Source: an optimization exercise on an open RTL-to-GDS flow (aim: small area). Production flows keep margins and buffers that such runs may drop. RTL that was checked went through simulation tests only; none was proved equivalent to the original. No functional check of the RTL was part of run 1. Power figures rest on the tool's default switching activity, not on a simulated workload.

$ cat flow/config.mk
export PLATFORM = sky130hd
export DESIGN_NAME = calc
export DESIGN_NICKNAME = calc
export VERILOG_FILES = /design/flow/design.v
export SDC_FILE = /design/flow/constraint.sdc
export NUM_CORES = 4
export LEC_CHECK = 0
export ABC_AREA = 0
export ABC_CLOCK_PERIOD_IN_PS = 10000
export CAP_MARGIN = 20
export CORE_MARGIN = 2
export CORE_UTILIZATION = 60
export CTS_BUF_LIST = sky130_fd_sc_hd__clkbuf_8
export SLEW_MARGIN = 20
export SYNTH_HIERARCHICAL = 1
export SYNTH_MINIMUM_KEEP_SIZE = 0
$ cat flow/constraint.sdc
create_clock -name core_clock -period 10.0 [get_ports {clk}]
set_input_delay 2.0000 -clock core_clock [delete_from_list [all_inputs] [get_ports {clk}]]
set_output_delay 2.0000 -clock core_clock [all_outputs]
set_load 0.01 [all_outputs]
$ cat flow/flow/run.sh
#!/bin/bash
# Standard layout, with two changes: the port buffers are the smallest
# buffer cell, and after floorplan every combinational cell gets the smallest
# drive strength that keeps timing (flow/downsize.tcl).
export BUFFER_PORTS_ARGS="-buffer_cell sky130_fd_sc_hd__buf_1"
export POST_FLOORPLAN_TCL="$PWD/flow/downsize.tcl"
export CTS_ARGS="-sink_clustering_enable -repair_clock_nets -dont_use_dummy_load -buf_list sky130_fd_sc_hd__clkbuf_8 -sink_clustering_size 30 -sink_clustering_max_diameter 300"
bash standard.sh > standard.log 2>&1
$ cat flow/standard.sh
#!/bin/bash
# synth_recipe.tcl (not shown) runs the flow's synth.tcl, then flattens the netlist and writes it again
# the make line also repeats each setting of config.mk as NAME=value (left out here)
make -C /OpenROAD-flow-scripts/flow DESIGN_CONFIG=/design/flow/config.mk WORK_HOME=/design/flow/orfs CLKGATE_MAP_FILE= SYNTH_SCRIPT=/design/flow/synth_recipe.tcl "${@:-finish}"
$ cat flow/design.v
module calc(input wire clk,
            input wire btnac,
            input wire btnl,
            input wire btnr,
            input wire btnc,
            input wire btnd,
            input wire [15:0] sw,
            output wire [15:0] led);
    reg [15:0] acc;
    reg        btnc_d;
    reg [4:0]  cnt;
    reg        s7;       
    reg        cf;       
    assign led = acc;
    wire press = btnc & ~btnc_d;
    wire act   = press | (cnt != 5'd0);
    wire [1:0] hL, hC, hR, hYE, hP, hNN;
    wire CE, fill, mul, lsl;
    wire [2:0] op = {btnl, btnr, btnd};
    wire clr_n = ~btnac;
    wire a = acc[15];
    wire l = op[2], r = op[1], d = op[0];
    wire [3:0] k = cnt[4:1];
    wire ph  = cnt[0];
    wire big = |sw[15:5];
    wire kz  = (k == 4'd0);
    wire k1  = (k == 4'd1);
    wire k2  = (k == 4'd2);
    wire sh      = ~l & ~r;
    assign lsl   = sh & d;
    wire addsub  = ~l & r;
    wire sub     = addsub & d;
    assign mul   = l & ~r & ~d;
    wire logic_  = l & (r | d);
    wire nn      = l & (r ^ d);
    wire nor_    = l & ~r & d;
    wire [5:0] lt;
    assign lt[0] = 1'b0;
    genvar j;
    for (j = 0; j < 5; j = j + 1) begin : g_lt
        assign lt[j+1] = (~cnt[j] & sw[j]) | (~cnt[j] & lt[j]) | (sw[j] & lt[j]);
    end
    wire shgo = ~big & lt[5];
    wire clr  = sh & (big | (d & sw[4]));
    wire R    = sh & ~d & shgo;
    wire L    = mul | (lsl & shgo);
    wire YE   = (mul & a) | (addsub & k1) | (logic_ & kz);
    assign CE = (mul & a) | (addsub & k1);
    wire P    = (sub & (kz | k2)) | (nor_ & kz);
    wire NN   = nn & kz;
    assign fill = a & ~cnt[4];
    wire run = act & clr_n;
    wire lo  = run & (sh | ~ph);
    wire hi  = run & (sh | ph);
    wire nc  = clr | L | R;
    assign hL  = {hi & L,  lo & L};
    assign hR  = {hi & R,  lo & R};
    assign hC  = {clr_n & ~(hi & nc), clr_n & ~(lo & nc)};
    assign hYE = {hi & YE, lo & YE};
    assign hP  = {hi & P,  lo & P};
    assign hNN = {hi & NN, lo & NN};
    wire [3:0] k_m = cnt[4:1];
    wire [15:0] ge;
    wire [3:0] kp = k_m | {4{~mul}};
    wire [3:0] t2 = {kp[1] & kp[0], kp[1], kp[1] | kp[0], 1'b1};
    wire [7:0] t3 = {t2 & {4{kp[2]}}, t2 | {4{kp[2]}}};
    assign ge = {t3 & {8{kp[3]}}, t3 | {8{kp[3]}}};
    wire [16:0] cn;      
    wire [15:0] nxt;
    wire c8n;
    assign cn[0] = ~hP[0];
    assign cn[8] = ~((cf & ~btnac) | hP[1]);
    genvar i;
    for (i = 0; i < 16; i = i + 1) begin : g_bit
        localparam integer H = i / 8;
        wire con;
        calc_bit u_bit (.xl((i == 0) ? 1'b0 : (i == 8) ? (lsl ? acc[7] : s7) : acc[i-1]), .xc(acc[i]),
                        .xr((i == 15) ? fill : acc[i+1]),
                        .sl(hL[H]), .sc(hC[H]), .sr(hR[H]), .b(sw[i]), .g(ge[i]), .ye(hYE[H]),
                        .cin_n(cn[i]), .nn(hNN[H]), .gn((i == 15) ? 1'b0 : ge[i+1]), .ce(CE),
                        .p(hP[H]), .q(nxt[i]), .cout_n(con));
        if (i == 7) begin : g_c7
            assign c8n = ~con;
        end else if (i != 15) begin : g_c
            assign cn[i+1] = con;
        end
    end
    always @(posedge clk) begin
        btnc_d <= btnc;
        s7 <= acc[7];
        cf <= c8n;
        if (btnac) cnt <= 5'd0;
        else if (act) cnt <= cnt + 5'd1;
        acc <= nxt;
    end
endmodule
module calc_bit(input wire xl, xc, xr, sl, sc, sr, b, g, ye, cin_n, nn, gn, ce, p,
                output wire q, cout_n);
    wire xn = ~((sl & xl) | (sc & xc) | (sr & xr));
    wire yn = ~(b & g & ye);
    wire sn = xn ^ yn ^ cin_n;
    wire con = (xn & yn) | (xn & cin_n) | (yn & cin_n);
    assign q = nn ? con : ~sn;
    assign cout_n = ~((~con & gn & ce) | p);
endmodule
$ cat flow/flow/downsize.tcl
# Run at the end of floorplan: give every combinational cell the smallest
# drive strength of its kind (drive 1) unless that lowers the worst setup
# slack by more than 20 ps.
set base_ws [sta::worst_slack_cmd max]
set n 0
foreach inst [get_cells *] {
  set ref [get_property $inst ref_name]
  if {![regexp {^(sky130_fd_sc_hd__[a-z0-9]+)_([0-9]+)$} $ref -> base drv]} { continue }
  if {[regexp {df|dl|clk|tap|fill|decap|conb|buf|inv} $base]} { continue }
  if {$drv <= 1} { continue }
  set cand [get_lib_cells -quiet */${base}_1]
  if {[llength $cand] == 0} { continue }
  replace_cell $inst [lindex $cand 0]
  if {[sta::worst_slack_cmd max] < $base_ws - 20e-12} {
    replace_cell $inst [lindex [get_lib_cells */$ref] 0]
  } else {
    incr n
  }
}
puts "downsize: $n cells set to drive 1, worst slack [sta::worst_slack_cmd max] (was $base_ws)"
==> flow_summary_export.csv, run 1 <==
group,metric,value,unit
die,core.rowCount,20,
cts,cts-hold-fix-buffers,0,
die,die_h,61.2,um
route,routedWlPerCell,16.5,um
placed_design,place_area,2130,um^2
cts,clock_sinks,24,
worst_hold_path,min_to,"s7",
setup_path,cpPeakStageDelay,0.62,ns
setup_path,cpMaxStageDelayCell,"a32o_1",
timing,setup_tns,0,ns
route,drc_errors,0,
die,fp.dieW,61.2,um
layout,layout-drive-gt1-share,0.0227,
outcome,status,"timing/DRC/antenna clean",
die,ios,38,
power_and_ir_drop,irDropWorstVdd,0.106,mV
setup_path,worst_setup_path_end_kind,"register",
run,maxCapViolCount,0,
worst_hold_path,hold_start,"acc[7]",
die,coreArea,3080,um^2
timing,fin_worst_skew,0.0141,ns
cts,cts-resized-gates,0,
setup_path,reg2reg_depth,29,
setup_path,rr_startpoint,"cnt[2]",
layout,nFillCells,273,
timing,fin_crit,8.74,ns
setup_path,reg2reg_to,"acc[15]",
cts,clock_latency,0.27,ns
placed_design,io_buffers,37,
yosys,ys_warn_count,7,
yosys,syn_area_per_cell,8.52,um^2
layout,final_area,2170,um^2
global_routing,grt_use_total,0.292,
power_and_ir_drop,total_power,407,uW
yosys,synth_cells,230,
worst_hold_path,min_path_type,"register to register",
layout,final_cells,308,
global_routing,grt_first_pass_wirelength,8250,um
layout,multi_input_area,1340,um^2
setup_path,crit_top_cell,"fa_1",
setup_path,worst_ep_arrival_time,8.86,ns
cts,cts_buffer_depth,2,
worst_hold_path,holdPathStages,0,
cts,postCtsSetupRepairBufs,0,
power_and_ir_drop,total_leakage_power,0.000773,uW
route,routed_wl,5080,um
layout,seq_area,480,um^2
setup_path,r2r_slack,2.71,ns
timing,finalHoldViolCount,0,
setup_path,path_max_fanout,16,
global_routing,grt_antenna_before_repair,0,
placed_design,place_hpwl,3950,um
cts,h-tree-depth,1,
setup_path,worstPathRequired,10.11,ns
timing,setup-violations-final,0,
cts,cts.clk_slew.worst_paths,0.09,ns
timing,worstMarginPinSlew,1.02,ns
global_routing,overflow,0,
route,ant_nets,0,
route,drt_first_iter_violations,208,
placed_design,dp_cells,305,
timing,slew_headroom,0.320,
route,vias,1936,
setup_path,path_class,"primary input to register",
timing,slew_viol_final,0,
die,dieArea,3740,um^2
layout,nets,307,
timing,max_freq,114,MHz
die,start_util,0.637,
global_routing,grt_pass1_vias,1771,
placed_design,gp_congestion,0.897,
cts,cts_tree,"yes",
cts,cts_root_buf,"clkbuf_8",
route,first_pass_iters,6,
layout,n_antenna_cell,0,
route,vias_per_cell,6.29,
cts,cts_buffers,3,
layout,syn_to_final_growth,10.7,%
timing,post-route-period-util,0.874,
setup_path,startpoint,"btnl",
setup_path,start_kind,"primary input",
timing,rsz0062_at_grt,"false",
global_routing,grt_max_degree,17,
yosys,syn_area,1960,um^2
power_and_ir_drop,pwr_density_cell,188,nW/um^2
critical path: cells and delay by family:
kind / cells / cell delay, ns
AOI/OAI and AO/OA: 9 / 1.42
adders and majority gates: 8 / 3.23
buffers and inverters: 8 / 0.85
muxes: 1 / 0.06
and+or+nand+nor: 4 / 1.30
sequential cells by signal (all words and copies together) (netlist names):
name	flops
btnc_d	1
cnt	5
cf	1
s7	1
acc	16
metrics by stage:
stage                     setup slack [ns]  hold WS (ns)  utilization
after floorplan                       2.20         0.413            -
after global placement                1.13         0.396        0.691
after detailed placement              1.09         0.393        0.691
after CTS                             1.35         0.407        0.705
after global routing                 0.724         0.420        0.705
final                                 1.26         0.409        0.705
layer usage:
| metal | up-vias | routed length, um | track usage |
|---|---|---|---|
| li1 | 919 | - | - |
| met1 | 902 | 2180 | 0.409 |
| met2 | 107 | 2390 | 0.491 |
| met3 | 8 | 429 | 0.0252 |
| met4 | 0 | 82 | 0.0683 |
| met5 | - | 0 | 0 |
cells in the final DEF, fill, tap and decap left out, drive strengths merged:
| cell | n |
|---|---|
| a32o | 1 |
| inv | 30 |
| clkbuf | 3 |
| buf | 37 |
| nor3 | 6 |
| nand2 | 11 |
| o2111ai | 1 |
| mux2i | 17 |
| nor2b | 2 |
| fa | 16 |
| conb | 2 |
| nand2b | 2 |
| maj3 | 1 |
| xnor2 | 4 |
| a211o | 1 |
| nand3 | 21 |
| nor4 | 2 |
| a31o | 1 |
| nand4 | 1 |
| o211a | 1 |
| or2 | 1 |
| ha | 3 |
| mux2 | 1 |
| dfxtp | 24 |
| or3 | 1 |
| o21ai | 9 |
| o2111a | 2 |
| a221oi | 1 |
| a31oi | 17 |
| a21oi | 4 |
| a222oi | 16 |
| nor2 | 22 |
| a41oi | 2 |
| and3 | 1 |
final cells by class:
type                    count  share of cell area
flip-flops and latches     24               0.221
well taps                  44              0.0254
repair buffers             37              0.0640
clock buffers               3              0.0190
multi-input cells         170               0.618
inverters                  30              0.0519
power by group:
group | switching (uW) | internal, uW | leakage [uW]
Combinational | 108 | 69.8 | 0.000554
Sequential | 39.5 | 131 | 0.000197
Clock | 31.3 | 26.9 | 0.0000216
Total | 179 | 228 | 0.000773
how the worst max path moves through the flow:
stage	end	slack, ns	cells after the start
finish	acc[15]	1.26	30
global route	acc[15]	0.72	30
CTS	acc[15]	1.35	30
detailed placement	acc[15]	1.09	30
global placement	acc[15]	1.13	30
floorplan	acc[7]	2.20	29
==> inputs of run 2 (changes only) <==
--- a/flow/design.v
+++ b/flow/design.v
@@ -44,7 +44,7 @@
     wire clr  = sh & (big | (d & sw[4]));
     wire R    = sh & ~d & shgo;
     wire L    = mul | (lsl & shgo);
-    wire YE   = (mul & a) | (addsub & k1) | (logic_ & kz);
+    wire YE   = (mul & a & (k[3] | ~ph)) | (addsub & k1) | (logic_ & kz);
     assign CE = (mul & a) | (addsub & k1);
     wire P    = (sub & (kz | k2)) | (nor_ & kz);
     wire NN   = nn & kz;
@@ -59,12 +59,11 @@
     assign hYE = {hi & YE, lo & YE};
     assign hP  = {hi & P,  lo & P};
     assign hNN = {hi & NN, lo & NN};
-    wire [3:0] k_m = cnt[4:1];
-    wire [15:0] ge;
-    wire [3:0] kp = k_m | {4{~mul}};
-    wire [3:0] t2 = {kp[1] & kp[0], kp[1], kp[1] | kp[0], 1'b1};
-    wire [7:0] t3 = {t2 & {4{kp[2]}}, t2 | {4{kp[2]}}};
-    assign ge = {t3 & {8{kp[3]}}, t3 | {8{kp[3]}}};
+    wire [3:0] t2 = {k[1] & k[0], k[1], k[1] | k[0], 1'b1};
+    wire [7:0] t3 = {t2 & {4{k[2]}}, t2 | {4{k[2]}}};
+    wire mf = ~mul | (k[3] & ~ph);
+    wire [7:0] m = t3 | {8{mf}};
+    wire m8 = ~mul | k[3];           
     wire [16:0] cn;      
     wire [15:0] nxt;
     wire c8n;
@@ -76,8 +75,8 @@
         wire con;
         calc_bit u_bit (.xl((i == 0) ? 1'b0 : (i == 8) ? (lsl ? acc[7] : s7) : acc[i-1]), .xc(acc[i]),
                         .xr((i == 15) ? fill : acc[i+1]),
-                        .sl(hL[H]), .sc(hC[H]), .sr(hR[H]), .b(sw[i]), .g(ge[i]), .ye(hYE[H]),
-                        .cin_n(cn[i]), .nn(hNN[H]), .gn((i == 15) ? 1'b0 : ge[i+1]), .ce(CE),
+                        .sl(hL[H]), .sc(hC[H]), .sr(hR[H]), .b(sw[i]), .g(m[i % 8]), .ye(hYE[H]),
+                        .cin_n(cn[i]), .nn(hNN[H]), .gn((i == 15) ? 1'b0 : (i == 7) ? m8 : m[(i + 1) % 8]), .ce(CE),
                         .p(hP[H]), .q(nxt[i]), .cout_n(con));
         if (i == 7) begin : g_c7
             assign c8n = ~con;
==> flow/flow/run.sh (replaced) <==
#!/bin/bash
# Standard layout, with three changes: the port buffers are the smallest
# buffer cell, after floorplan every combinational cell gets the smallest
# drive strength that keeps timing (flow/downsize.tcl), and clock tree
# synthesis uses clkbuf_8 without a dummy load.
export BUFFER_PORTS_ARGS="-buffer_cell sky130_fd_sc_hd__buf_1"
export POST_FLOORPLAN_TCL="$PWD/flow/downsize.tcl"
export CTS_ARGS="-repair_clock_nets -dont_use_dummy_load -buf_list sky130_fd_sc_hd__clkbuf_8"
bash standard.sh > standard.log 2>&1
==> run 2 against run 1 <==
Against the previous run: sequential share of layout area up 0.27 points; critical path type unchanged; clock skew down 0.011 ns; die area fell by 0.60%; wire length decreased by 0.96%; core utilization shrank 0.85 points; critical path depth did not move; total power is 11% lower.
==> flow_summary_export.csv, run 2 <==
group,metric,value,unit
route,first_pass_iters,5,
global_routing,grt_use_total,0.295,
layout,nFillCells,291,
route,drc_errors,0,
placed_design,dp_cells,314,
layout,nets,316,
layout,final_cells,317,
route,ant_nets,0,
route,vias_per_cell,6.23,
layout,reg_top3,"acc x16, cnt x5",
outcome,status,"timing/DRC/antenna clean",
layout,syn_to_final_growth,10.0,%
timing,max_freq,119,MHz
setup_path,rr_startpoint,"cnt[2]",
placed_design,gp_congestion,0.944,
timing,fin_ws,1.62,ns
setup_path,path_max_fanout,8,
setup_path,worst_ep_arrival_time,8.50,ns
die,start_util,0.633,
placed_design,place_hpwl,3940,um
cts,cts_tree,"yes",
timing,finalHoldViolCount,0,
power_and_ir_drop,total_leakage_power,0.000747,uW
power_and_ir_drop,pwr_density_cell,169,nW/um^2
cts,clock_latency,0.27,ns
route,drt_first_iter_violations,214,
worst_hold_path,min_path_type,"register to register",
cts,clock_sinks,24,
power_and_ir_drop,pwr-share-seq,0.444,
timing,rsz0062_at_grt,"false",
layout,largest_reg_flops,16,
setup_path,start_kind,"primary input",
worst_hold_path,hold_start,"acc[7]",
power_and_ir_drop,clockPowerShare,0.160,
layout,n_antenna_cell,0,
setup_path,crit_top_cell,"fa_1",
placed_design,dp_worst_setup_slack,1.41,ns
power_and_ir_drop,netSwitchingFraction,0.427,
power_and_ir_drop,p_int,208,uW
timing,slew_headroom,0.383,
yosys,syn_area_per_cell,8.19,um^2
power_and_ir_drop,irDropWorstVdd,0.126,mV
global_routing,grt_max_degree,17,
cts,postCtsSetupRepairBufs,0,
timing,post-route-period-util,0.838,
layout,final_common_cell,"buf_1",
cts,cts_buffers,3,
placed_design,io_buffers,37,
yosys,ys_warn_count,7,
cts,cts_buffer_depth,2,
route,routedWlPerCell,15.9,um
power_and_ir_drop,p_comb_frac,0.396,
global_routing,grt_pass1_vias,1773,
global_routing,grt_antenna_before_repair,0,
die,ios,38,
global_routing,grt_first_pass_wirelength,8140,um
die,fp.dieW,61.0,um
timing,fin_hold_ws,0.397,ns
power_and_ir_drop,switchingPower,155,uW
cts,cts-resized-gates,0,
layout,mostFrequentLayoutCells,"buf_1 (37), inv_1 (26), nand2_1 (24), dfxtp_1 (24), nand3_1 (21)",
timing,fin_worst_skew,0.00359,ns
global_routing,overflow,0,
timing,slew_viol_final,0,
layout,multi_input_area,1310,um^2
die,core.rowCount,20,
timing,setup-violations-final,0,
timing,worstMarginPinSlew,0.922,ns
layout,regMostFlops,"acc",
layout,seq_area,480,um^2
setup_path,worst_setup_path_end_kind,"register",
setup_path,cpMaxStageDelayCell,"nor2_1",
die,die_h,61.0,um
cts,h-tree-depth,1,
route,routed_wl,5040,um
yosys,syn_area,1950,um^2
cts,cts.clk_slew.worst_paths,0.08,ns
run,maxCapViolCount,0,
timing,setup_tns,0,ns
die,dieArea,3720,um^2
cts,cts-hold-fix-buffers,0,
setup_path,startpoint,"sw[5]",
setup_path,worstPathRequired,10.12,ns
setup_path,cpPeakStageDelay,0.53,ns
cts,cts_root_buf,"clkbuf_8",
setup_path,path_class,"primary input to register",
route,vias,1976,
timing,fin_crit,8.38,ns
layout,layout-drive-gt1-share,0.0256,
die,coreArea,3080,um^2
yosys,synth_cells,238,
-- run 2: layout make-up --
class                   count  area share
repair buffers             39      0.0718
well taps                  44      0.0257
multi-input cells         180       0.612
clock buffers               3      0.0193
flip-flops and latches     24       0.224
inverters                  27      0.0473
-- run 2: through the flow --
step                      cell area (um^2)  utilization  power, uW
after floorplan                       1950            -        261
after global placement                2100        0.683        303
after detailed placement              2100        0.683        306
after CTS                             2140        0.696        364
after global routing                  2140        0.696        396
final                                 2140        0.696        363
-- run 2: per-layer routing --
layer,up-vias,GRT usage,share of wire
met3,8,0.0192,0.076
met2,98,0.469,0.46
met4,0,0.0901,0.013
li1,950,-,-
met5,-,0,0
met1,920,0.433,0.45
-- run 2: path summary, 6_finish.rpt --
check / slack, ns / end / cells after the start
min: 0.40 / s7 / 0
max reg2reg: 2.86 / acc[15] / 29
min reg2reg: 0.40 / s7 / 0
max: 1.62 / acc[15] / 30
-- run 2: worst max-delay path: cells and delay by family --
kind                     cells  cell delay [ns]
AND/OR/NAND/NOR              4             1.23
adder cells (fa/ha/maj)      8             3.49
buffers and inverters        8             0.58
AO/OA/AOI/OAI               10             1.20
-- run 2: power groups by stage --
stage          clock, uW  sequential, uW  combinational [uW]
3_5_place_dp           0             163                 143
5_1_grt             62.7             167                 167
2_1_floorplan          0             163                98.7
4_1_cts             58.3             161                 144
6_report            58.0             161                 144
3_3_place_gp           0             163                 140
==> inputs of run 3 (changes only) <==
--- a/flow/flow/run.sh
+++ b/flow/flow/run.sh
@@ -5,5 +5,5 @@
 # synthesis uses clkbuf_8 without a dummy load.
 export BUFFER_PORTS_ARGS="-buffer_cell sky130_fd_sc_hd__buf_1"
 export POST_FLOORPLAN_TCL="$PWD/flow/downsize.tcl"
-export CTS_ARGS="-repair_clock_nets -dont_use_dummy_load -buf_list sky130_fd_sc_hd__clkbuf_8"
+export CTS_ARGS="-sink_clustering_enable -repair_clock_nets -dont_use_dummy_load -buf_list sky130_fd_sc_hd__clkbuf_16 -sink_clustering_size 30 -sink_clustering_max_diameter 500"
 bash standard.sh > standard.log 2>&1
==> run 3 against run 2 <==
Against the previous run: synthesized cell count unchanged; global-route usage grew 0.13 points; clock skew down 0.0027 ns; die area did not move; critical path depth did not move.
==> flow_summary_export.csv, run 3 <==
group,metric,value,unit
layout,reg_top3,"acc x16, cnt x5",
route,met2_length,2370,um
die,core.rowCount,20,
placed_design,gp_congestion,0.944,
setup_path,rr_startpoint,"cnt[2]",
cts,cts_root_buf,"clkbuf_16",
setup_path,cpLargestDelayFamily,"adder cells",
worst_hold_path,holdPathStages,0,
setup_path,reg2reg_depth,29,
cts,clock_latency,0.25,ns
cts,clock_sinks,24,
yosys,syn_area_per_cell,8.19,um^2
layout,layout-drive-gt1-share,0.0256,
die,start_util,0.633,
worst_hold_path,hold_start,"acc[7]",
route,drt_first_iter_violations,219,
cts,postCtsSetupRepairBufs,0,
global_routing,grt_antenna_before_repair,0,
placed_design,dp_worst_setup_slack,1.41,ns
setup_path,worst_ep_arrival_time,8.54,ns
die,ios,38,
setup_path,cpMaxStageDelayCell,"nor2_1",
route,top_layer,"met4",
timing,finalHoldViolCount,0,
placed_design,place_hpwl,3940,um
yosys,syn_area,1950,um^2
cts,h-tree-depth,1,
route,ant_nets,0,
die,coreArea,3080,um^2
layout,nets,316,
layout,multi_input_area,1310,um^2
timing,rsz0062_at_grt,"false",
die,dieArea,3720,um^2
power_and_ir_drop,pwr_density_cell,180,nW/um^2
placed_design,io_buffers,37,
timing,fin_worst_skew,0.000871,ns
layout,seq_area,480,um^2
route,first_pass_iters,5,
layout,syn_to_final_growth,11.8,%
layout,mostFrequentLayoutCells,"buf_1 (37), inv_1 (26), nand2_1 (24), dfxtp_1 (24), nand3_1 (21)",
worst_hold_path,min_path_type,"register to register",
yosys,ys_warn_count,7,
global_routing,grt_use_total,0.296,
run,maxCapViolCount,0,
setup_path,cpPeakStageDelay,0.56,ns
cts,cts-hold-fix-buffers,0,
die,die_h,61.0,um
global_routing,grt_max_degree,17,
worst_hold_path,min_to,"s7",
cts,cts_tree,"yes",
route,vias,1972,
route,wirelength_met1,2290,um
global_routing,grt_first_pass_wirelength,8180,um
setup_path,worstPathRequired,10.11,ns
route,routed_wl,5070,um
timing,setup_tns,0,ns
timing,setup-violations-final,0,
yosys,synth_cells,238,
layout,final_common_cell,"buf_1",
global_routing,overflow,0,
cts,cts-resized-gates,0,
placed_design,place_area,2100,um^2
setup_path,worst_setup_path_end_kind,"register",
layout,nFillCells,283,
setup_path,r2r_slack,2.88,ns
setup_path,path_class,"primary input to register",
outcome,status,"timing/DRC/antenna clean",
timing,slew_headroom,0.393,
setup_path,critPathBufInv,8,
setup_path,reg2reg_to,"acc[15]",
layout,final_area,2180,um^2
timing,fin_ws,1.57,ns
power_and_ir_drop,irDropWorstVdd,0.131,mV
global_routing,grt_pass1_vias,1785,
route,met3WireLength,366,um
setup_path,start_kind,"primary input",
route,routedWlPerCell,16.0,um
route,drc_errors,0,
layout,largest_reg_flops,16,
timing,slew_viol_final,0,
timing,fin_crit,8.43,ns
route,vias_per_cell,6.22,
power_and_ir_drop,total_leakage_power,0.000763,uW
timing,post-route-period-util,0.843,
setup_path,path_max_fanout,8,
layout,n_antenna_cell,0,
timing,max_freq,119,MHz
layout,regMostFlops,"acc",
timing,worstMarginPinSlew,0.907,ns
setup_path,crit_top_cell,"fa_1",
cts,cts.clk_slew.worst_paths,0.06,ns
cts,cts_buffers,3,
die,fp.dieW,61.0,um
timing,fin_hold_ws,0.394,ns
cts,cts_buffer_depth,2,
## run 3: final cells by class
cell class,count,area share
Tap cell,44,0.0253
Multi-Input combinational cell,180,0.602
Timing Repair Buffer,39,0.0707
Clock buffer,3,0.0345
Sequential cell,24,0.221
Inverter,27,0.0466
## run 3: worst max path at each step
stage | slack, ns | cells after the start | endpoint | from
after floorplan | 2.10 | 29 | acc[15] | sw[7]
after global placement | 1.49 | 30 | acc[15] | sw[5]
after detailed placement | 1.41 | 30 | acc[15] | sw[6]
after CTS | 1.69 | 30 | acc[15] | sw[6]
after global routing | 1.20 | 29 | acc[15] | btnr
final | 1.57 | 30 | acc[15] | sw[5]
## run 3: report_power, final
part / switching (uW) / total (uW) / internal [uW]
sequential: 35.1 / 162 / 127
combinational: 89.9 / 144 / 54.5
clock: 33.5 / 86.4 / 52.9
total: 159 / 393 / 234
## run 3: worst reg2reg max path, delay by kind of cell, from the launching register on
kind / cells / cell delay (ns)
buffers and inverters: 7 / 0.47
adder cells (fa/ha/maj): 8 / 3.48
AO/OA/AOI/OAI: 13 / 2.09
AND/OR/NAND/NOR: 1 / 0.51
flip-flops: 1 / 0.43
## run 3: layer usage
metal,GRT usage,up-vias
met5,0,-
met4,0.0901,0
met3,0.0192,4
met2,0.472,88
met1,0.434,932
li1,-,948
## run 3: per-stage QoR
stage               power, uW   util  std cells
finish                    393  0.707        317
global route              426  0.707        317
CTS                       393  0.707        317
detailed placement        306  0.683        314
global placement          303  0.683        314
floorplan                 261      -        239
==> inputs of run 4 (changes only) <==
==> flow/flow/run.sh (replaced) <==
#!/bin/bash
# Standard layout, with three changes: the port buffers are the smallest
# buffer cell, after floorplan every combinational cell gets the smallest
# drive strength that keeps timing (flow/downsize.tcl), and clock tree
# synthesis uses clkbuf_8 without a dummy load.
export BUFFER_PORTS_ARGS="-buffer_cell sky130_fd_sc_hd__buf_1"
export POST_FLOORPLAN_TCL="$PWD/flow/downsize.tcl"
export CTS_ARGS="-sink_clustering_enable -repair_clock_nets -dont_use_dummy_load -buf_list sky130_fd_sc_hd__clkbuf_8"
bash standard.sh > standard.log 2>&1
==> run 4 against run 3 <==
Against the previous run: sequential power is essentially flat; combinational power barely moved; clock power is 33% lower; synthesized area did not move; largest power group unchanged; wire length decreased by 0.63%; register-to-register slack worse by 0.02 ns.
==> flow_summary_export.csv, run 4 <==
group,metric,value,unit
layout,seq_area,480,um^2
yosys,syn_area,1950,um^2
route,met3WireLength,383,um
power_and_ir_drop,pwr-share-seq,0.444,
power_and_ir_drop,irDropWorstVdd,0.126,mV
route,routed_wl,5040,um
layout,nFillCells,291,
route,ant_nets,0,
setup_path,rr_startpoint,"cnt[2]",
setup_path,path_max_fanout,8,
layout,largest_reg_flops,16,
timing,fin_crit,8.38,ns
setup_path,worst_setup_path_end_kind,"register",
worst_hold_path,hold_start,"acc[7]",
timing,post-route-period-util,0.838,
layout,reg_top3,"acc x16, cnt x5",
yosys,syn_area_per_cell,8.19,um^2
layout,utilization,0.696,
placed_design,io_buffers,37,
global_routing,overflow,0,
worst_hold_path,min_to,"s7",
timing,setup_tns,0,ns
layout,layout-drive-gt1-share,0.0256,
layout,syn_to_final_growth,10.0,%
power_and_ir_drop,switchingPower,155,uW
route,drc_errors,0,
layout,mostFrequentLayoutCells,"buf_1 (37), inv_1 (26), nand2_1 (24), dfxtp_1 (24), nand3_1 (21)",
setup_path,r2r_slack,2.86,ns
power_and_ir_drop,netSwitchingFraction,0.427,
die,die_h,61.0,um
setup_path,worst_ep_arrival_time,8.50,ns
power_and_ir_drop,clockPowerShare,0.160,
global_routing,grt_antenna_before_repair,0,
timing,fin_hold_ws,0.397,ns
cts,cts-hold-fix-buffers,0,
global_routing,grt_first_pass_wirelength,8140,um
cts,cts-resized-gates,0,
cts,clock_sinks,24,
setup_path,cpMaxStageDelayCell,"nor2_1",
route,routedWlPerCell,15.9,um
cts,clock_latency,0.27,ns
route,met2_length,2330,um
yosys,ys_warn_count,7,
cts,cts_buffer_depth,2,
power_and_ir_drop,total_leakage_power,0.000747,uW
global_routing,grt_max_degree,17,
die,core.rowCount,20,
cts,postCtsSetupRepairBufs,0,
route,drt_first_iter_violations,214,
route,top_layer,"met4",
layout,multi_input_area,1310,um^2
setup_path,reg2reg_depth,29,
cts,cts_root_buf,"clkbuf_8",
timing,setup-violations-final,0,
timing,slew_viol_final,0,
layout,final_common_cell,"buf_1",
timing,slew_headroom,0.383,
timing,worstMarginPinSlew,0.922,ns
die,start_util,0.633,
yosys,synth_cells,238,
global_routing,grt_pass1_vias,1773,
timing,finalHoldViolCount,0,
layout,n_antenna_cell,0,
outcome,status,"timing/DRC/antenna clean",
run,maxCapViolCount,0,
timing,rsz0062_at_grt,"false",
placed_design,place_area,2100,um^2
placed_design,place_hpwl,3940,um
route,first_pass_iters,5,
route,wirelength_met1,2260,um
route,vias,1976,
layout,final_area,2140,um^2
setup_path,reg2reg_to,"acc[15]",
layout,nets,316,
setup_path,path_class,"primary input to register",
timing,fin_worst_skew,0.00359,ns
die,dieArea,3720,um^2
die,ios,38,
setup_path,start_kind,"primary input",
placed_design,gp_congestion,0.944,
cts,cts_buffers,3,
global_routing,grt_use_total,0.295,
setup_path,worstPathRequired,10.12,ns
timing,max_freq,119,MHz
worst_hold_path,holdPathStages,0,
setup_path,cpPeakStageDelay,0.53,ns
layout,regMostFlops,"acc",
cts,cts_tree,"yes",
cts,cts.clk_slew.worst_paths,0.08,ns
power_and_ir_drop,p_comb_frac,0.396,
power_and_ir_drop,pwr_density_cell,169,nW/um^2
route,vias_per_cell,6.23,
worst_hold_path,min_path_type,"register to register",
setup_path,crit_top_cell,"fa_1",
die,coreArea,3080,um^2
die,fp.dieW,61.0,um
cts,h-tree-depth,1,
power_and_ir_drop,p_int,208,uW
[run 4: cell types whose count changed in the layout (fill, tap and decap cells not counted)]
cell,before,now
clkbuf_16,3,0
clkbuf_8,0,3
[run 4: cell type report]
| type | instances | area share |
|---|---|---|
| repair buffers | 39 | 0.0718 |
| multi-input cells | 180 | 0.612 |
| well taps | 44 | 0.0257 |
| clock buffers | 3 | 0.0193 |
| inverters | 27 | 0.0473 |
| flip-flops and latches | 24 | 0.224 |
[run 4: power by group through the flow]
| stage | clock (uW) | combinational, uW | sequential [uW] |
|---|---|---|---|
| final | 58.0 | 144 | 161 |
| after floorplan | 0 | 98.7 | 163 |
| after CTS | 58.3 | 144 | 161 |
| after global routing | 62.7 | 167 | 167 |
| after detailed placement | 0 | 143 | 163 |
| after global placement | 0 | 140 | 163 |
[run 4: worst max path at each step]
stage | start | endpoint | slack (ns)
after floorplan | sw[7] | acc[15] | 2.10
after global placement | sw[5] | acc[15] | 1.49
after detailed placement | sw[6] | acc[15] | 1.41
after CTS | sw[6] | acc[15] | 1.70
after global routing | btnr | acc[15] | 1.21
final | sw[5] | acc[15] | 1.62
[run 4: critical path, delay by kind of cell]
| family | cells | cell delay, ns |
|---|---|---|
| fa+ha+maj | 8 | 3.49 |
| buf+inv | 8 | 0.58 |
| compound gates | 10 | 1.20 |
| simple gates | 4 | 1.23 |
[run 4: layer usage]
metal	vias up	global-route usage
met3	8	0.0192
met2	98	0.469
met5	-	0
met4	0	0.0901
li1	950	-
met1	920	0.433
[run 4: stage by stage]
step                worst slack (ns)  instances  total power, uW
finish                          1.62        317              363
detailed placement              1.41        314              306
floorplan                       2.10        239              261
global route                    1.21        317              396
CTS                             1.70        317              364
global placement                1.49        314              303
==> inputs of run 5 (changes only) <==
--- a/flow/design.v
+++ b/flow/design.v
@@ -73,10 +73,10 @@
     for (i = 0; i < 16; i = i + 1) begin : g_bit
         localparam integer H = i / 8;
         wire con;
-        calc_bit u_bit (.xl((i == 0) ? 1'b0 : (i == 8) ? (lsl ? acc[7] : s7) : acc[i-1]), .xc(acc[i]),
+        calc_bit u_bit (.xl((i == 0) ? hR[0] : (i == 8) ? (lsl ? acc[7] : s7) : acc[i-1]), .xc(acc[i]),
                         .xr((i == 15) ? fill : acc[i+1]),
-                        .sl(hL[H]), .sc(hC[H]), .sr(hR[H]), .b(sw[i]), .g(m[i % 8]), .ye(hYE[H]),
-                        .cin_n(cn[i]), .nn(hNN[H]), .gn((i == 15) ? 1'b0 : (i == 7) ? m8 : m[(i + 1) % 8]), .ce(CE),
+                        .sl(hL[H]), .sc(hC[H]), .sr(hR[H]), .b(sw[i]), .g((i % 8 == 0) ? hYE[H] : m[i % 8]), .ye(hYE[H]),
+                        .cin_n(cn[i]), .nn(hNN[H]), .gn((i == 15) ? m[7] : (i == 7) ? m8 : m[(i + 1) % 8]), .ce(CE),
                         .p(hP[H]), .q(nxt[i]), .cout_n(con));
         if (i == 7) begin : g_c7
             assign c8n = ~con;
==> run 5 against run 4 <==
Against the previous run: first-iteration DRC count decreased by 6.5%; critical path depth stayed put; via count decreased by 0.56%; non-clock buffer count down 1; wire length grew 0.85%; fmax shrank 1.7%; total power shrank 0.78%; combinational power hardly changed; highest routed layer unchanged.
==> flow_summary_export.csv, run 5 <==
group,metric,value,unit
setup_path,cpPeakStageDelay,0.75,ns
setup_path,reg2reg_depth,29,
power_and_ir_drop,total_leakage_power,0.000731,uW
global_routing,grt_use_total,0.300,
die,ios,38,
run,maxCapViolCount,0,
layout,final_common_cell,"buf_1",
placed_design,gp_congestion,0.963,
cts,h-tree-depth,1,
global_routing,grt_antenna_before_repair,0,
setup_path,rr_startpoint,"cnt[1]",
cts,cts.clk_slew.worst_paths,0.08,ns
route,first_pass_iters,8,
cts,cts_buffers,3,
route,vias,1965,
layout,reg_top3,"acc x16, cnt x5",
placed_design,dp_worst_setup_slack,1.30,ns
layout,mostFrequentLayoutCells,"buf_1 (37), inv_1 (26), nand2_1 (24), dfxtp_1 (24), nand3_1 (21)",
cts,clock_latency,0.27,ns
timing,fin_crit,8.52,ns
die,die_h,60.9,um
die,coreArea,3050,um^2
die,fp.dieW,60.9,um
power_and_ir_drop,total_power,360,uW
placed_design,io_buffers,37,
cts,clock_sinks,24,
cts,cts_buffer_depth,2,
layout,layout-drive-gt1-share,0.0223,
layout,largest_reg_flops,16,
setup_path,path_class,"primary input to register",
timing,finalHoldViolCount,0,
route,vias_per_cell,6.28,
yosys,syn_area_per_cell,8.22,um^2
die,core.rowCount,20,
setup_path,startpoint,"sw[5]",
setup_path,reg2reg_to,"acc[7]",
worst_hold_path,min_to,"s7",
yosys,synth_cells,236,
cts,postCtsSetupRepairBufs,0,
die,start_util,0.636,
route,ant_nets,0,
worst_hold_path,holdPathStages,0,
setup_path,crit_top_cell,"fa_1",
setup_path,worst_ep_arrival_time,8.63,ns
timing,slew_viol_final,0,
timing,fin_ws,1.48,ns
setup_path,worstPathRequired,10.11,ns
timing,slew_headroom,0.372,
setup_path,path_max_fanout,8,
layout,syn_to_final_growth,9.48,%
setup_path,cpMaxStageDelayCell,"nor3_1",
timing,setup-violations-final,0,
setup_path,path_depth,30,
setup_path,r2r_slack,2.90,ns
route,routedWlPerCell,16.2,um
power_and_ir_drop,pwr_density_cell,170,nW/um^2
global_routing,grt_first_pass_wirelength,8360,um
worst_hold_path,min_path_type,"register to register",
global_routing,grt_pass1_vias,1841,
route,drt_first_iter_violations,200,
setup_path,worst_setup_path_end_kind,"register",
yosys,syn_area,1940,um^2
die,dieArea,3710,um^2
timing,fin_worst_skew,0.0112,ns
worst_hold_path,hold_start,"acc[7]",
layout,nFillCells,279,
yosys,ys_warn_count,7,
global_routing,grt_max_degree,17,
cts,cts-hold-fix-buffers,0,
timing,post-route-period-util,0.852,
route,routed_wl,5080,um
cts,cts_tree,"yes",
setup_path,critPathBufInv,8,
setup_path,start_kind,"primary input",
layout,nets,312,
outcome,status,"timing/DRC/antenna clean",
cts,cts_root_buf,"clkbuf_8",
layout,regMostFlops,"acc",
global_routing,overflow,0,
cts,cts-resized-gates,0,
placed_design,place_hpwl,3910,um
power_and_ir_drop,irDropWorstVdd,0.109,mV
route,drc_errors,0,
timing,max_freq,117,MHz
setup_path,cpLargestDelayFamily,"adder cells",
layout,n_antenna_cell,0,
timing,rsz0062_at_grt,"false",
timing,worstMarginPinSlew,0.939,ns
timing,setup_tns,0,ns
run 5: cell types whose count changed in the layout (fill, tap and decap cells not counted), sizes merged:
| cell | delta |
|---|---|
| conb | -3 |
| buf | -1 |
run 5: worst max path at each step:
stage             end
2_1_floorplan  acc[7]
5_1_grt        acc[7]
3_3_place_gp   acc[7]
3_5_place_dp   acc[7]
6_report       acc[7]
4_1_cts        acc[7]
run 5: per-stage QoR:
step           hold slack (ns)  utilization  instances  instance area, um^2
3_5_place_dp             0.390        0.682        310                 2080
5_1_grt                  0.413        0.696        313                 2120
3_3_place_gp             0.385        0.682        310                 2080
4_1_cts                  0.402        0.696        313                 2120
2_1_floorplan            0.413            -        236                 1940
6_report                 0.400        0.696        313                 2120
run 5: area by class of cell:
cell class              instances  area [um^2]  area share
multi-input cells             177         1300       0.612
flip-flops and latches         24          480       0.226
repair buffers                 38          146      0.0689
inverters                      27          101      0.0477
clock buffers                   3         41.3      0.0194
well taps                      44         55.1      0.0259
run 5: power breakdown:
group | internal (uW) | switching (uW) | leakage [uW] | total, uW
sequential | 126 | 34.4 | 0.000197 | 160
clock | 27.0 | 31.1 | 0.0000216 | 58.0
combinational | 53.3 | 88.7 | 0.000513 | 142
total | 206 | 154 | 0.000731 | 360
run 5: worst reg2reg max path, delay by kind of cell (launching register included):
family | cells | cell delay, ns
buf+inv | 8 | 0.60
flops | 1 | 0.54
compound gates | 11 | 1.39
fa+ha+maj | 9 | 3.71
simple gates | 1 | 0.72
run 5: routing by layer:
metal / vias up / routed length [um] / GRT usage
li1: 944 / - / -
met1: 911 / 2270 / 0.436
met2: 101 / 2330 / 0.473
met3: 9 / 401 / 0.0362
met4: 0 / 77 / 0.0839
met5: - / 0 / 0
==> inputs of run 6 (changes only) <==
--- a/flow/config.mk
+++ b/flow/config.mk
@@ -9,7 +9,7 @@
 export ABC_CLOCK_PERIOD_IN_PS = 10000
 export CAP_MARGIN = 20
 export CORE_MARGIN = 2
-export CORE_UTILIZATION = 60
+export CORE_UTILIZATION = 67
 export CTS_BUF_LIST = sky130_fd_sc_hd__clkbuf_8
 export SLEW_MARGIN = 20
 export SYNTH_HIERARCHICAL = 1
==> run 6 against run 5 <==
Against the previous run: still clean; critical path depth unchanged; wire length decreased by 4.7%; sequential cell count unchanged.
==> flow_summary_export.csv, run 6 <==
group,metric,value,unit
layout,multi_input_area,1300,um^2
timing,setup_tns,0,ns
power_and_ir_drop,irDropWorstVdd,0.181,mV
die,ios,38,
route,ant_nets,0,
setup_path,r2r_slack,2.99,ns
layout,largest_reg_flops,16,
global_routing,grt_first_pass_wirelength,8060,um
setup_path,path_class,"primary input to register",
placed_design,place_hpwl,3780,um
timing,max_freq,121,MHz
die,coreArea,2760,um^2
route,routedWlPerCell,16.1,um
yosys,synth_cells,236,
layout,final_cells,301,
cts,cts_root_buf,"clkbuf_8",
timing,fin_worst_skew,0.00177,ns
setup_path,cpPeakStageDelay,0.56,ns
run,maxCapViolCount,0,
timing,worstMarginPinSlew,0.940,ns
route,vias_per_cell,6.47,
cts,cts_tree,"yes",
timing,post-route-period-util,0.826,
layout,mostFrequentLayoutCells,"buf_1 (37), inv_1 (26), nand2_1 (24), dfxtp_1 (24), nand3_1 (21)",
setup_path,reg2reg_to,"acc[15]",
worst_hold_path,min_to,"s7",
setup_path,reg2reg_depth,29,
worst_hold_path,hold_start,"acc[7]",
setup_path,path_max_fanout,9,
layout,layout-drive-gt1-share,0.0259,
die,dieArea,3340,um^2
global_routing,grt_use_total,0.312,
layout,final_common_cell,"buf_1",
global_routing,grt_max_degree,17,
route,vias,1946,
cts,h-tree-depth,1,
layout,nets,313,
yosys,syn_area_per_cell,8.22,um^2
timing,slew_headroom,0.371,
setup_path,cpMaxStageDelayCell,"nor2_1",
cts,cts-resized-gates,0,
yosys,ys_warn_count,7,
global_routing,grt_pass1_vias,1775,
route,routed_wl,4840,um
cts,cts.clk_slew.worst_paths,0.08,ns
cts,clock_latency,0.26,ns
die,die_h,57.8,um
power_and_ir_drop,total_leakage_power,0.000737,uW
outcome,status,"timing/DRC/antenna clean",
placed_design,dp_cells,298,
timing,finalHoldViolCount,0,
timing,fin_hold_ws,0.401,ns
cts,cts_buffers,3,
power_and_ir_drop,pwr_density_cell,170,nW/um^2
setup_path,worst_ep_arrival_time,8.38,ns
placed_design,io_buffers,37,
setup_path,rr_startpoint,"cnt[2]",
setup_path,start_kind,"primary input",
cts,cts_buffer_depth,2,
global_routing,overflow,0,
layout,reg_top3,"acc x16, cnt x5",
route,first_pass_iters,5,
cts,cts-hold-fix-buffers,0,
worst_hold_path,holdPathStages,0,
route,drt_first_iter_violations,245,
die,start_util,0.704,
cts,postCtsSetupRepairBufs,0,
worst_hold_path,min_path_type,"register to register",
yosys,syn_area,1940,um^2
timing,rsz0062_at_grt,"false",
layout,syn_to_final_growth,9.03,%
die,fp.dieW,57.8,um
timing,setup-violations-final,0,
route,drc_errors,0,
timing,slew_viol_final,0,
layout,regMostFlops,"acc",
timing,fin_crit,8.26,ns
die,core.rowCount,19,
setup_path,worstPathRequired,10.12,ns
cts,clock_sinks,24,
placed_design,gp_congestion,0.980,
setup_path,crit_top_cell,"fa_1",
layout,nFillCells,215,
layout,seq_area,480,um^2
layout,n_antenna_cell,0,
setup_path,worst_setup_path_end_kind,"register",
global_routing,grt_antenna_before_repair,0,
## run 6: worst max-delay path by stage
stage | cells past startpoint | endpoint | from
floorplan | 29 | acc[7] | sw[7]
global placement | 30 | acc[7] | sw[6]
detailed placement | 30 | acc[7] | sw[6]
CTS | 30 | acc[7] | sw[6]
global route | 31 | acc[7] | sw[6]
finish | 30 | acc[7] | sw[6]
## run 6: per-stage QoR
| stage | cell area, um^2 | total power, uW | worst slack (ns) | utilization |
|---|---|---|---|---|
| 3_3_place_gp | 2070 | 298 | 1.51 | 0.752 |
| 5_1_grt | 2120 | 390 | 1.22 | 0.767 |
| 4_1_cts | 2120 | 360 | 1.81 | 0.767 |
| 2_1_floorplan | 1940 | 259 | 2.10 | - |
| 3_5_place_dp | 2070 | 303 | 1.56 | 0.752 |
| 6_report | 2120 | 359 | 1.74 | 0.767 |
## run 6: where the power goes
group          switching, uW  internal [uW]  leakage [uW]
registers               34.2            126      0.000197
clock network           30.5           27.0     0.0000216
logic                   88.0           53.7      0.000518
total                    153            207      0.000737
## run 6: per-layer routing
layer / global-route usage / wire length (um) / vias to the layer above
li1: - / - / 942
met1: 0.462 / 2050 / 880
met5: 0 / 0 / -
met4: 0.133 / 124 / 0
met3: 0.0513 / 474 / 14
met2: 0.453 / 2190 / 110
## run 6: cell type report
class | count | area share
Multi-Input combinational cell | 177 | 0.614
Timing Repair Buffer | 39 | 0.0727
Sequential cell | 24 | 0.227
Clock buffer | 3 | 0.0195
Tap cell | 31 | 0.0183
Inverter | 27 | 0.0479
## run 6: worst max-delay path, delay by kind of cell
family,cells,cell delay (ns)
adder cells (fa/ha/maj),8,3.45
AO/OA/AOI/OAI,10,1.17
buffers and inverters,8,0.57
AND/OR/NAND/NOR,4,1.19
==> inputs of run 7 (changes only) <==
--- a/flow/flow/downsize.tcl
+++ b/flow/flow/downsize.tcl
@@ -1,6 +1,8 @@
 # Run at the end of floorplan: give every combinational cell the smallest
 # drive strength of its kind (drive 1) unless that lowers the worst setup
 # slack by more than 20 ps.
+# Buffers from synthesis go first; the resizer buffers what needs it later.
+remove_buffers
 set base_ws [sta::worst_slack_cmd max]
 set n 0
 foreach inst [get_cells *] {
--- a/flow/config.mk
+++ b/flow/config.mk
@@ -9,8 +9,9 @@
 export ABC_CLOCK_PERIOD_IN_PS = 10000
 export CAP_MARGIN = 20
 export CORE_MARGIN = 2
-export CORE_UTILIZATION = 67
+export CORE_UTILIZATION = 60
 export CTS_BUF_LIST = sky130_fd_sc_hd__clkbuf_8
+export GPL_TIMING_DRIVEN = 0
 export SLEW_MARGIN = 20
 export SYNTH_HIERARCHICAL = 1
 export SYNTH_MINIMUM_KEEP_SIZE = 0
==> run 7 against run 6 <==
Against the previous run: clock power rose by 2%; still clean on timing, DRC and antenna; largest power group unchanged; largest cell class unchanged; synthesized cell count did not move; worst setup slack got worse by 0.34 ns.
==> flow_summary_export.csv, run 7 <==
group,metric,value,unit
timing,finalHoldViolCount,0,
route,routed_wl,4960,um
worst_hold_path,min_path_type,"register to register",
layout,reg_top3,"acc x16, cnt x5",
cts,cts.clk_slew.worst_paths,0.09,ns
setup_path,path_max_fanout,8,
yosys,syn_area,1940,um^2
layout,nFillCells,280,
cts,cts-resized-gates,0,
power_and_ir_drop,total_leakage_power,0.000726,uW
global_routing,overflow,0,
cts,cts_buffer_depth,2,
setup_path,worstPathRequired,10.13,ns
timing,rsz0062_at_grt,"false",
cts,postCtsSetupRepairBufs,0,
timing,worstMarginPinSlew,0.998,ns
global_routing,grt_antenna_before_repair,0,
timing,max_freq,116,MHz
cts,h-tree-depth,1,
power_and_ir_drop,switchingPower,153,uW
placed_design,place_hpwl,3790,um
yosys,syn_area_per_cell,8.22,um^2
power_and_ir_drop,irDropWorstVdd,0.116,mV
cts,clock_sinks,24,
die,ios,38,
layout,final_common_cell,"buf_1",
die,start_util,0.636,
timing,setup-violations-final,0,
layout,layout-drive-gt1-share,0.0187,
die,fp.dieW,60.9,um
layout,largest_reg_flops,16,
run,maxCapViolCount,0,
placed_design,gp_congestion,0.972,
route,drc_errors,0,
setup_path,start_kind,"primary input",
cts,cts_buffers,3,
timing,fin_crit,8.60,ns
layout,syn_to_final_growth,9.09,%
power_and_ir_drop,p_comb_frac,0.388,
route,vias,1945,
timing,slew_viol_final,0,
layout,seq_area,480,um^2
timing,post-route-period-util,0.860,
setup_path,crit_top_cell,"fa_1",
die,coreArea,3050,um^2
layout,multi_input_area,1300,um^2
power_and_ir_drop,pwr_density_cell,169,nW/um^2
setup_path,path_class,"primary input to register",
timing,slew_headroom,0.330,
outcome,status,"timing/DRC/antenna clean",
timing,fin_worst_skew,0.00954,ns
setup_path,cpMaxStageDelayCell,"nor3_1",
power_and_ir_drop,netSwitchingFraction,0.427,
yosys,synth_cells,236,
route,first_pass_iters,6,
setup_path,worst_setup_path_end_kind,"register",
global_routing,grt_first_pass_wirelength,7790,um
die,dieArea,3710,um^2
layout,mostFrequentLayoutCells,"buf_1 (37), inv_1 (26), nand2_1 (24), dfxtp_1 (24), nand3_1 (21)",
route,ant_nets,0,
layout,regMostFlops,"acc",
global_routing,grt_max_degree,17,
setup_path,cpPeakStageDelay,0.83,ns
global_routing,grt_use_total,0.284,
setup_path,worst_ep_arrival_time,8.73,ns
route,drt_first_iter_violations,209,
cts,cts_tree,"yes",
power_and_ir_drop,pwr-share-seq,0.449,
layout,n_antenna_cell,0,
yosys,ys_warn_count,7,
die,die_h,60.9,um
route,vias_per_cell,6.23,
timing,setup_tns,0,ns
layout,final_area,2120,um^2
cts,cts_root_buf,"clkbuf_8",
route,routedWlPerCell,15.9,um
placed_design,io_buffers,37,
power_and_ir_drop,p_int,206,uW
cts,cts-hold-fix-buffers,0,
placed_design,place_area,2080,um^2
power_and_ir_drop,clockPowerShare,0.163,
die,core.rowCount,20,
global_routing,grt_pass1_vias,1667,
layout,nets,311,
cts,clock_latency,0.27,ns
## run 7: final cells by class
| class | instances | share of cell area |
|---|---|---|
| clock buffers | 3 | 0.0195 |
| inverters | 27 | 0.0479 |
| multi-input cells | 177 | 0.614 |
| flip-flops and latches | 24 | 0.227 |
| well taps | 44 | 0.0260 |
| repair buffers | 37 | 0.0656 |
## run 7: final timing paths
kind / start / endpoint / slack, ns / cells after the start
worst max-delay path: sw[5] / acc[7] / 1.40 / 30
worst min-delay path: acc[7] / s7 / 0.40 / 0
worst max register to register: cnt[1] / acc[15] / 2.85 / 29
worst min register to register: acc[7] / s7 / 0.40 / 0
## run 7: worst max-delay path, delay by kind of cell
kind	cells	cell delay, ns
AO/OA/AOI/OAI	10	1.17
adder cells (fa/ha/maj)	8	3.47
buffers and inverters	8	0.56
AND/OR/NAND/NOR	4	1.52
## run 7: per-layer routing
| metal | up-vias | wire length (um) | GRT usage |
|---|---|---|---|
| met1 | 898 | 2150 | 0.412 |
| met4 | 0 | 59 | 0.0714 |
| li1 | 941 | - | - |
| met5 | - | 0 | 0 |
| met3 | 8 | 465 | 0.0299 |
| met2 | 98 | 2280 | 0.456 |
## run 7: metrics by stage
step,util,instances,worst slack [ns],hold slack [ns],total power (uW)
floorplan,-,236,2.10,0.413,259
global placement,0.680,309,1.25,0.386,299
detailed placement,0.680,309,1.17,0.392,302
CTS,0.693,312,1.46,0.405,361
global route,0.693,312,0.825,0.415,391
finish,0.693,312,1.40,0.403,358
## run 7: power groups by stage
stage                     logic, uW  registers [uW]  clock network, uW
after floorplan                97.7             162                  0
after global placement          137             162                  0
after detailed placement        139             163                  0
after CTS                       140             160               61.1
after global routing            160             167               63.7
final                           139             161               58.5
==> inputs of run 8 (changes only) <==
--- a/flow/flow/downsize.tcl
+++ b/flow/flow/downsize.tcl
@@ -1,6 +1,6 @@
 # Run at the end of floorplan: give every combinational cell the smallest
 # drive strength of its kind (drive 1) unless that lowers the worst setup
-# slack by more than 20 ps.
+# slack below 1 ns (or by more than 20 ps if it is already below).
 # Buffers from synthesis go first; the resizer buffers what needs it later.
 remove_buffers
 set base_ws [sta::worst_slack_cmd max]
@@ -13,7 +13,7 @@
   set cand [get_lib_cells -quiet */${base}_1]
   if {[llength $cand] == 0} { continue }
   replace_cell $inst [lindex $cand 0]
-  if {[sta::worst_slack_cmd max] < $base_ws - 20e-12} {
+  if {[sta::worst_slack_cmd max] < min($base_ws - 20e-12, 1.0e-9)} {
     replace_cell $inst [lindex [get_lib_cells */$ref] 0]
   } else {
     incr n
==> run 8 against run 7 <==
Against the previous run: sequential cell count unchanged; wire length shrank 3.0%; largest power group unchanged; synthesized area unchanged; clock-buffer cell count stayed put; highest routed layer unchanged; fmax decreased by 1.7%; register-to-register slack lost 0.02 ns; still clean on timing, DRC and antenna; clock power about the same; largest cell class unchanged.
==> flow_summary_export.csv, run 8 <==
group,metric,value,unit
setup_path,start_kind,"primary input",
timing,finalHoldViolCount,0,
route,drt_first_iter_violations,293,
setup_path,rr_startpoint,"cnt[1]",
timing,fin_hold_ws,0.399,ns
route,routedWlPerCell,15.4,um
timing,fin_worst_skew,0.00182,ns
power_and_ir_drop,clockPowerShare,0.163,
worst_hold_path,holdPathStages,0,
setup_path,r2r_slack,2.83,ns
layout,final_common_cell,"buf_1",
layout,regMostFlops,"acc",
yosys,syn_area_per_cell,8.22,um^2
layout,final_cells,312,
timing,fin_crit,8.75,ns
global_routing,grt_antenna_before_repair,0,
timing,max_freq,114,MHz
run,maxCapViolCount,0,
placed_design,dp_cells,309,
layout,reg_top3,"acc x16, cnt x5",
cts,cts_root_buf,"clkbuf_8",
yosys,ys_warn_count,7,
placed_design,place_hpwl,3770,um
timing,rsz0062_at_grt,"false",
cts,clock_latency,0.27,ns
cts,cts-resized-gates,0,
global_routing,overflow,0,
cts,cts_buffers,3,
layout,layout-drive-gt1-share,0.0149,
cts,postCtsSetupRepairBufs,0,
power_and_ir_drop,netSwitchingFraction,0.428,
cts,cts-hold-fix-buffers,0,
route,first_pass_iters,5,
yosys,synth_cells,236,
timing,worstMarginPinSlew,0.969,ns
setup_path,critPathBufInv,8,
power_and_ir_drop,pwr_density_cell,170,nW/um^2
die,ios,38,
die,fp.dieW,60.9,um
route,vias_per_cell,6.18,
die,core.rowCount,20,
die,coreArea,3050,um^2
worst_hold_path,hold_start,"acc[7]",
power_and_ir_drop,p_int,205,uW
global_routing,grt_pass1_vias,1634,
timing,post-route-period-util,0.875,
setup_path,cpPeakStageDelay,0.82,ns
timing,fin_ws,1.25,ns
power_and_ir_drop,switchingPower,154,uW
route,vias,1927,
setup_path,worst_ep_arrival_time,8.87,ns
power_and_ir_drop,irDropWorstVdd,0.108,mV
global_routing,grt_first_pass_wirelength,7730,um
layout,nFillCells,285,
timing,slew_viol_final,0,
outcome,status,"timing/DRC/antenna clean",
global_routing,grt_max_degree,17,
cts,cts_tree,"yes",
setup_path,cpLargestDelayFamily,"adder cells",
yosys,syn_area,1940,um^2
placed_design,io_buffers,37,
worst_hold_path,min_path_type,"register to register",
timing,setup-violations-final,0,
placed_design,gp_congestion,0.978,
setup_path,worst_setup_path_end_kind,"register",
route,ant_nets,0,
layout,syn_to_final_growth,8.77,%
setup_path,path_class,"primary input to register",
setup_path,reg2reg_depth,29,
die,dieArea,3710,um^2
setup_path,crit_top_cell,"fa_1",
cts,clock_sinks,24,
setup_path,worstPathRequired,10.13,ns
cts,cts_buffer_depth,2,
global_routing,grt_use_total,0.284,
layout,nets,311,
die,die_h,60.9,um
setup_path,reg2reg_to,"acc[15]",
layout,largest_reg_flops,16,
power_and_ir_drop,p_comb_frac,0.387,
cts,h-tree-depth,1,
power_and_ir_drop,total_leakage_power,0.000726,uW
cts,cts.clk_slew.worst_paths,0.08,ns
setup_path,path_max_fanout,8,
route,drc_errors,0,
placed_design,dp_worst_setup_slack,1.07,ns
die,start_util,0.636,
power_and_ir_drop,pwr-share-seq,0.450,
timing,setup_tns,0,ns
layout,n_antenna_cell,0,
route,routed_wl,4810,um
layout,mostFrequentLayoutCells,"buf_1 (37), inv_1 (26), nand2_1 (24), dfxtp_1 (24), nand3_1 (21)",
setup_path,cpMaxStageDelayCell,"nor3_1",
worst_hold_path,min_to,"s7",
timing,slew_headroom,0.349,
==> run 8: layout make-up <==
type,count,area [um^2],area share
multi-input combinational,177,1290,0.613
sequential,24,480,0.228
timing repair buffer,37,139,0.0658
inverter,27,101,0.0480
tap,44,55.1,0.0261
clock buffer,3,41.3,0.0196
==> run 8: layer usage <==
metal	vias to the layer above	part of all wire	track usage
li1	942	-	-
met5	-	0	0
met3	6	0.099	0.0405
met1	878	0.43	0.428
met4	0	0.014	0.102
met2	101	0.46	0.413
==> run 8: how the worst max path moves through the flow <==
stage | from | to | slack, ns | cells after the start
after floorplan | sw[7] | acc[7] | 2.10 | 29
after global placement | sw[6] | acc[7] | 1.09 | 30
after detailed placement | sw[5] | acc[15] | 1.07 | 30
after CTS | sw[5] | acc[7] | 1.36 | 30
after global routing | sw[7] | acc[15] | 0.63 | 30
final | sw[5] | acc[7] | 1.25 | 30
==> run 8: power groups by stage <==
stage                     Clock [uW]  Combinational [uW]  Sequential [uW]
after floorplan                    0                97.7              162
after global placement             0                 137              162
after detailed placement           0                 139              163
after CTS                       59.3                 140              161
after global routing            62.0                 160              166
final                           58.5                 139              162
==> run 8: stage by stage <==
step	area (um^2)	utilization	power, uW
after floorplan	1940	-	259
after global routing	2110	0.691	387
final	2110	0.691	359
after detailed placement	2070	0.678	302
after global placement	2070	0.678	299
after CTS	2110	0.691	360
==> inputs of run 9 (changes only) <==
--- a/flow/config.mk
+++ b/flow/config.mk
@@ -7,11 +7,11 @@
 export LEC_CHECK = 0
 export ABC_AREA = 0
 export ABC_CLOCK_PERIOD_IN_PS = 10000
-export CAP_MARGIN = 20
+export CAP_MARGIN = 0
 export CORE_MARGIN = 2
 export CORE_UTILIZATION = 60
 export CTS_BUF_LIST = sky130_fd_sc_hd__clkbuf_8
 export GPL_TIMING_DRIVEN = 0
-export SLEW_MARGIN = 20
+export SLEW_MARGIN = 0
 export SYNTH_HIERARCHICAL = 1
 export SYNTH_MINIMUM_KEEP_SIZE = 0
==> run 9 against run 8 <==
Against the previous run: clock power barely moved; combinational power barely moved; non-clock buffer count unchanged; final cell count did not move; largest cell class unchanged; critical path type unchanged; highest routed layer unchanged; critical path depth is the same; clock-buffer cell count unchanged; synthesized area did not move; total power unchanged; clock skew stayed put; global-route usage did not move.
==> flow_summary_export.csv, run 9 <==
group,metric,value,unit
outcome,status,"timing/DRC/antenna clean",
layout,largest_reg_flops,16,
setup_path,path_max_fanout,8,
global_routing,grt_antenna_before_repair,0,
route,vias_per_cell,6.18,
setup_path,critPathBufInv,8,
layout,mostFrequentLayoutCells,"buf_1 (37), inv_1 (26), nand2_1 (24), dfxtp_1 (24), nand3_1 (21)",
route,drt_first_iter_violations,293,
cts,cts_buffer_depth,2,
timing,rsz0062_at_grt,"false",
cts,clock_sinks,24,
timing,fin_crit,8.75,ns
cts,cts.clk_slew.worst_paths,0.08,ns
route,ant_nets,0,
setup_path,crit_top_cell,"fa_1",
layout,final_area,2110,um^2
yosys,syn_area,1940,um^2
cts,cts_root_buf,"clkbuf_8",
run,maxCapViolCount,0,
route,routedWlPerCell,15.4,um
route,first_pass_iters,5,
power_and_ir_drop,irDropWorstVdd,0.108,mV
layout,n_antenna_cell,0,
setup_path,cpPeakStageDelay,0.82,ns
cts,cts_tree,"yes",
placed_design,gp_congestion,0.978,
cts,cts-resized-gates,0,
power_and_ir_drop,total_power,359,uW
yosys,ys_warn_count,7,
timing,slew_headroom,0.349,
setup_path,start_kind,"primary input",
timing,fin_worst_skew,0.00182,ns
placed_design,place_area,2070,um^2
layout,layout-drive-gt1-share,0.0149,
timing,slew_viol_final,0,
setup_path,cpMaxStageDelayCell,"nor3_1",
timing,finalHoldViolCount,0,
route,vias,1927,
die,coreArea,3050,um^2
route,drc_errors,0,
worst_hold_path,min_path_type,"register to register",
die,start_util,0.636,
route,routed_wl,4810,um
layout,syn_to_final_growth,8.77,%
placed_design,io_buffers,37,
global_routing,overflow,0,
die,dieArea,3710,um^2
layout,final_cells,312,
yosys,synth_cells,236,
die,ios,38,
layout,utilization,0.691,
setup_path,worst_ep_arrival_time,8.87,ns
layout,final_common_cell,"buf_1",
power_and_ir_drop,total_leakage_power,0.000726,uW
timing,max_freq,114,MHz
cts,h-tree-depth,1,
timing,setup-violations-final,0,
global_routing,grt_pass1_vias,1634,
setup_path,cpLargestDelayFamily,"adder cells",
setup_path,path_class,"primary input to register",
global_routing,grt_use_total,0.284,
setup_path,worstPathRequired,10.13,ns
global_routing,grt_first_pass_wirelength,7730,um
cts,clock_latency,0.27,ns
die,core.rowCount,20,
cts,postCtsSetupRepairBufs,0,
setup_path,worst_setup_path_end_kind,"register",
layout,seq_area,480,um^2
layout,reg_top3,"acc x16, cnt x5",
timing,post-route-period-util,0.875,
cts,cts-hold-fix-buffers,0,
timing,setup_tns,0,ns
die,die_h,60.9,um
yosys,syn_area_per_cell,8.22,um^2
layout,regMostFlops,"acc",
layout,nets,311,
cts,cts_buffers,3,
placed_design,place_hpwl,3770,um
global_routing,grt_max_degree,17,
placed_design,dp_cells,309,
power_and_ir_drop,pwr_density_cell,170,nW/um^2
timing,worstMarginPinSlew,0.969,ns
layout,nFillCells,285,
die,fp.dieW,60.9,um
layout,multi_input_area,1290,um^2
[run 9: worst paths after layout]
path	from	to	slack [ns]	cells after the start
setup / recovery	sw[5]	acc[7]	1.25	30
hold / removal	acc[7]	s7	0.40	0
setup reg to reg	cnt[1]	acc[15]	2.83	29
hold reg to reg	acc[7]	s7	0.40	0
[run 9: layer usage]
metal,track usage,share of wire,routed length (um)
met1,0.428,0.43,2060
met2,0.413,0.46,2200
met3,0.0405,0.099,476
met4,0.102,0.014,68
met5,0,0,0
[run 9: power breakdown]
group	internal [uW]	switching, uW
Clock	27.0	31.5
Combinational	52.5	86.4
Sequential	126	35.7
Total	205	154
[run 9: layout make-up]
cell class              instances  share of cell area
clock buffers                   3              0.0196
well taps                      44              0.0261
flip-flops and latches         24               0.228
inverters                      27              0.0480
multi-input cells             177               0.613
repair buffers                 37              0.0658
[run 9: worst register-to-register path, delay by kind of cell (launching register included)]
kind / cells / cell delay [ns]
buffers and inverters: 8 / 0.57
flip-flops: 1 / 0.54
AO/OA/AOI/OAI: 11 / 1.48
adder cells (fa/ha/maj): 9 / 3.69
AND/OR/NAND/NOR: 1 / 0.73
[run 9: metrics by stage]
step | setup WS [ns] | hold slack (ns)
floorplan | 2.10 | 0.413
global placement | 1.09 | 0.386
detailed placement | 1.07 | 0.386
CTS | 1.36 | 0.398
global route | 0.627 | 0.409
finish | 1.25 | 0.399

static timing again, ports no longer ideal:
No port has a modelled driver above. Below, the same layouts with a new extraction and two added sets of constraints. Step 1 assumes that a clkbuf_16 drives the clock port and a buf_2 every other input. Step 2 times the ports against the registers' clock, not the clock port: input delays grow and output delays shrink by t, the midpoint of the rising clock arrivals with the driver on. Slacks: no drivers / after step 1 / after step 2; pairs: no drivers / after step 1.
run | t, ns | setup WS [ns] | worst slew at a driven data input, ns | pins driven straight from the clock port
run 1 | 0.286 | 1.256 / 1.257 / 0.971 | 0.03 | 1
run 2 | 0.290 | 1.622 / 1.628 / 1.338 | 0.03 | 1
run 3 | 0.283 | 1.571 / 1.581 / 1.297 | 0.03 | 1
run 4 | 0.290 | 1.622 / 1.628 / 1.338 | 0.03 | 1
run 5 | 0.289 | 1.481 / 1.487 / 1.198 | 0.03 | 1
run 6 | 0.288 | 1.740 / 1.744 / 1.456 | 0.03 | 1
run 7 | 0.292 | 1.404 / 1.411 / 1.119 | 0.03 | 1
run 8 | 0.293 | 1.254 / 1.259 / 0.965 | 0.03 | 1
run 9 | 0.293 | 1.254 / 1.259 / 0.965 | 0.03 | 1
After both steps every run listed still meets setup and hold.
